From an optimization exercise on the open Yosys and OpenROAD flow, aimed at small area, a short achievable clock period and few clock cycles; shortcuts taken in it are not production practice. In this exercise RTL edits were held to simulation tests only and were not proved equivalent to the original. Power is estimated from default activity; no workload was simulated.

## top
module top (
    input clk,
    output [31:0] InstructionAddress,
    input [31:0] InstructionData,
    output [31:0] DataAddress,
    output [31:0] WriteData,
    input [31:0] ReadData,
    output oe,
    output we,
    input rst
);
Size: roughly 1400 flip-flops, about 160 I/O pins.
Settings: LEC_CHECK=0, CAP_MARGIN=20, CORE_MARGIN=2, CORE_UTILIZATION=45, PLACE_DENSITY=0.5, SETUP_SLACK_MARGIN=5.0, SLEW_MARGIN=20; clock period 9.0 ns.
run.sh (not shown) runs the stock make flow with config.mk's settings and CLKGATE_MAP_FILE= SYNTH_SCRIPT=/design/flow/synth_recipe.tcl, a recipe that flattens the netlist after the stock synthesis.
The starting point completed with no timing, DRC or antenna violations.
Testbench counts at the start, summed over its fixed seeds: cycles 67,600.
Then changed:
CTS_CLUSTER_DIAMETER = 100   (was not set)
CTS_CLUSTER_SIZE = 20   (was not set)
=>
- The changed run ran to the end with no violations
- total power shrinks by about 14%
- hold slack gains 0.0053 ns
- clock-buffer cell count shrinks by 88

* * *

top, a different RTL version from the one above (not shown whole).
Size in the first run: ~5900 cells after synthesis, ~1400 flip-flops.
==> flow/config.mk <==
export PLATFORM = sky130hd
export DESIGN_NAME = top
export DESIGN_NICKNAME = top
export VERILOG_FILES = /design/flow/design.v
export SDC_FILE = /design/flow/constraint.sdc
export NUM_CORES = 4
export LEC_CHECK = 0
export CAP_MARGIN = 20
export CORE_MARGIN = 2
export CORE_UTILIZATION = 45
export CTS_CLUSTER_DIAMETER = 100
export CTS_CLUSTER_SIZE = 20
export PLACE_DENSITY = 0.5
export SETUP_SLACK_MARGIN = 5.0
export SLEW_MARGIN = 20
export TNS_END_PERCENT = 10
==> flow/constraint.sdc <==
create_clock -name core_clock -period 9.0 [get_ports {clk}]
set_input_delay 1.8000 -clock core_clock [delete_from_list [all_inputs] [get_ports {clk}]]
set_output_delay 1.8000 -clock core_clock [all_outputs]
set_load 0.01 [all_outputs]
standard.sh (not shown) runs the stock make flow with config.mk's settings and CLKGATE_MAP_FILE= SYNTH_SCRIPT=/design/flow/synth_recipe.tcl, a recipe that flattens the netlist after the stock synthesis.
==> flow/flow/run.sh <==
#!/bin/bash
# The standard layout (standard.sh), with the input and output port buffers
# made of sky130_fd_sc_hd__buf_2 rather than the cell buffer_ports picks by
# default (a slow delay cell). Every port is still buffered.
export BUFFER_PORTS_ARGS="-buffer_cell sky130_fd_sc_hd__buf_2"
bash standard.sh > standard.log 2>&1
Testbench counts at the start, summed over its fixed seeds: cycles 67,753.
==> next run, changes <==
==> flow/flow/run.sh (replaced) <==
#!/bin/bash
# The standard layout (standard.sh), with the input and output port buffers
# made of sky130_fd_sc_hd__buf_4 rather than the cell buffer_ports picks by
# default (a slow delay cell). Every port is still buffered.
export BUFFER_PORTS_ARGS="-buffer_cell sky130_fd_sc_hd__buf_4"
bash standard.sh > standard.log 2>&1
Settings changed: CORE_UTILIZATION 45 to 50, PLACE_DENSITY 0.5 to 0.55.
Result: The new run ran to the end with no violations. Critical path depth does not change. Routed wire length decreases by 5.3%. Final cell count decreases by 3.1%.
==> next run, changes <==
Settings changed: CORE_UTILIZATION 50 to 45, CTS_CLUSTER_SIZE 20 to 24, PLACE_DENSITY 0.55 to 0.5.
Setup slack got worse by 0.081 ns. Wire length climbs by 5.2%. Utilization drops by 5.5 points. Worst hold slack improved by 0.0051 ns. Combinational power stays flat. Global-route usage drops by 2.8 points. Cell area barely changes. Cell count climbs by about 3.3%. Count of clock-buffer cells in the layout drops by 10. Non-clock buffer count climbs by 27. Sequential share of layout area is about the same.
==> next run, changes <==
Settings changed: CTS_CLUSTER_SIZE 24 to 20.
Result:
- clock power rises by 7.4%
- power rises by 2.1%
- final area stays flat
- cell count stays flat
- setup slack improved by 0.033 ns
- non-clock buffer count falls by 28
- global-route usage hardly moves
==> next run, changes <==
==> flow/run.sh (new file) <==
#!/bin/bash
# synth_recipe.tcl (not shown) runs the flow's synth.tcl, then flattens the netlist and writes it again
# the make line also repeats each setting of config.mk as NAME=value (left out here)
make -C /OpenROAD-flow-scripts/flow DESIGN_CONFIG=/design/flow/config.mk WORK_HOME=/design/flow/orfs CLKGATE_MAP_FILE= SYNTH_SCRIPT=/design/flow/synth_recipe.tcl finish
removed: flow/flow/run.sh
removed: flow/standard.sh
The changed run ran to the end with no violations.
Final cell count rose by 0.77%.
First-iteration DRC count goes down by 3.7%.
Sequential share of layout area fell by 0.89 points.
Setup slack got worse by 0.11 ns.
Global-route usage goes up by 0.51 points.
Die area does not change.

* * *

Setup of run A:
top, a different RTL version from the one above (not shown whole).
For scale: ~1400 flip-flops, about 160 I/O pins.
make LEC_CHECK=0 CAP_MARGIN=20 CORE_MARGIN=2 CORE_UTILIZATION=60 CTS_CLUSTER_DIAMETER=100 CTS_CLUSTER_SIZE=20 PLACE_DENSITY=0.55 SETUP_SLACK_MARGIN=5.0 SLEW_MARGIN=20 TNS_END_PERCENT=10 finish   # period 9.0 ns
run.sh (not shown) runs the stock make flow with config.mk's settings and CLKGATE_MAP_FILE= SYNTH_SCRIPT=/design/flow/synth_recipe.tcl, a recipe that flattens the netlist after the stock synthesis.
Stock flow here: none of the scripts above is used.
Run A reached the end of the flow, and the finished layout is clean on the timing, DRC and antenna checks.
Testbench counts of run A, summed over its fixed seeds: cycles 67,753.
Inputs modified between run A and run B:
--- a/flow/config.mk
+++ b/flow/config.mk
@@ -8,8 +8,8 @@
 export CAP_MARGIN = 20
 export CORE_MARGIN = 2
-export CORE_UTILIZATION = 60
+export CORE_UTILIZATION = 45
 export CTS_CLUSTER_DIAMETER = 100
 export CTS_CLUSTER_SIZE = 20
-export PLACE_DENSITY = 0.55
+export PLACE_DENSITY = 0.5
 export SETUP_SLACK_MARGIN = 5.0
 export SLEW_MARGIN = 20
### Flow results
- Switching power of the nets: run B higher than run A
- Cmp run B and run A / final period utilization / lower: run B
- Met1 track demand over resource (lower): run B

* * *

Another version of the RTL of top (not shown whole).
Size in the first run: roughly 5900 cells after synthesis, ~160 I/O pins, ~69000 um2 of cells after synthesis.
==> flow/config.mk <==
export PLATFORM = sky130hd
export DESIGN_NAME = top
export DESIGN_NICKNAME = top
export VERILOG_FILES = /design/flow/design.v
export SDC_FILE = /design/flow/constraint.sdc
export NUM_CORES = 4
export LEC_CHECK = 0
export CAP_MARGIN = 20
export CORE_MARGIN = 2
export CORE_UTILIZATION = 50
export CTS_CLUSTER_DIAMETER = 100
export CTS_CLUSTER_SIZE = 20
export PLACE_DENSITY = 0.55
export SETUP_SLACK_MARGIN = 5.0
export SLEW_MARGIN = 20
export TNS_END_PERCENT = 10
==> flow/constraint.sdc <==
create_clock -name core_clock -period 9.0 [get_ports {clk}]
set_input_delay 1.8000 -clock core_clock [delete_from_list [all_inputs] [get_ports {clk}]]
set_output_delay 1.8000 -clock core_clock [all_outputs]
set_load 0.01 [all_outputs]
standard.sh (not shown) runs the stock make flow with config.mk's settings and CLKGATE_MAP_FILE= SYNTH_SCRIPT=/design/flow/synth_recipe.tcl, a recipe that flattens the netlist after the stock synthesis.
==> flow/flow/run.sh <==
#!/bin/bash
# The standard layout (standard.sh), with the input and output port buffers
# made of sky130_fd_sc_hd__buf_4 rather than the cell buffer_ports picks by
# default (a slow delay cell). Every port is still buffered.
export BUFFER_PORTS_ARGS="-buffer_cell sky130_fd_sc_hd__buf_4"
bash standard.sh > standard.log 2>&1
The first run finished clean.
Testbench counts at the start, summed over its fixed seeds: cycles 68,480.
==> next run, changes <==
--- a/flow/config.mk
+++ b/flow/config.mk
@@ -10 +10 @@
-export CORE_UTILIZATION = 50
+export CORE_UTILIZATION = 45
@@ -13 +13 @@
-export PLACE_DENSITY = 0.55
+export PLACE_DENSITY = 0.5
Outcome: Setup slack is better by 0.15 ns; maximum frequency goes up by a few percent; final cell count goes up by a few percent.

re-timing with driven ports:
In the flow no input, the clock included, has a driving cell. The finished layouts below were timed again as built, in two steps. Step 1, drivers: a clkbuf_16 drives clk and a buf_2 each remaining input, both assumed. Step 2 moves the port delays by t, midway between the first and last clock arrival at a register: inputs arrive t later, outputs are due t later. That takes back most of the time a late clock gives input paths. Slacks: no drivers / after step 1 / after step 2; pairs: no drivers / after step 1.
run | t, ns | setup WS [ns] | worst setup path at the end
the first run of note 1 | 0.905 | 4.689 / 4.689 / 3.891 | input to register
the second run of note 1 | 0.827 | 4.670 / 4.670 / 3.916 | input to register
the first run of note 2 | 0.833 | 4.710 / 4.710 / 4.173 | input to register
the second run of note 2 | 0.823 | 4.855 / 4.855 / 4.218 | input to register
the third run of note 2 | 0.806 | 4.775 / 4.775 / 4.179 | input to register
the fourth run of note 2 | 0.838 | 4.808 / 4.808 / 4.146 | input to register
the fifth run of note 2 | 0.838 | 4.698 / 4.698 / 4.160 | input to register
run A | 0.813 | 4.592 / 4.592 / 4.094 | input to register
run B | 0.818 | 4.776 / 4.776 / 4.131 | input to register
the first run of note 4 | 0.835 | 4.680 / 4.680 / 4.182 | input to register
the second run of note 4 | 0.817 | 4.834 / 4.834 / 4.255 | input to register
After both steps every run listed still meets setup and hold. The setup slack of the first run of note 1, which loses most, moves by 0.000 ns with the drivers and by -0.798 ns with both steps.
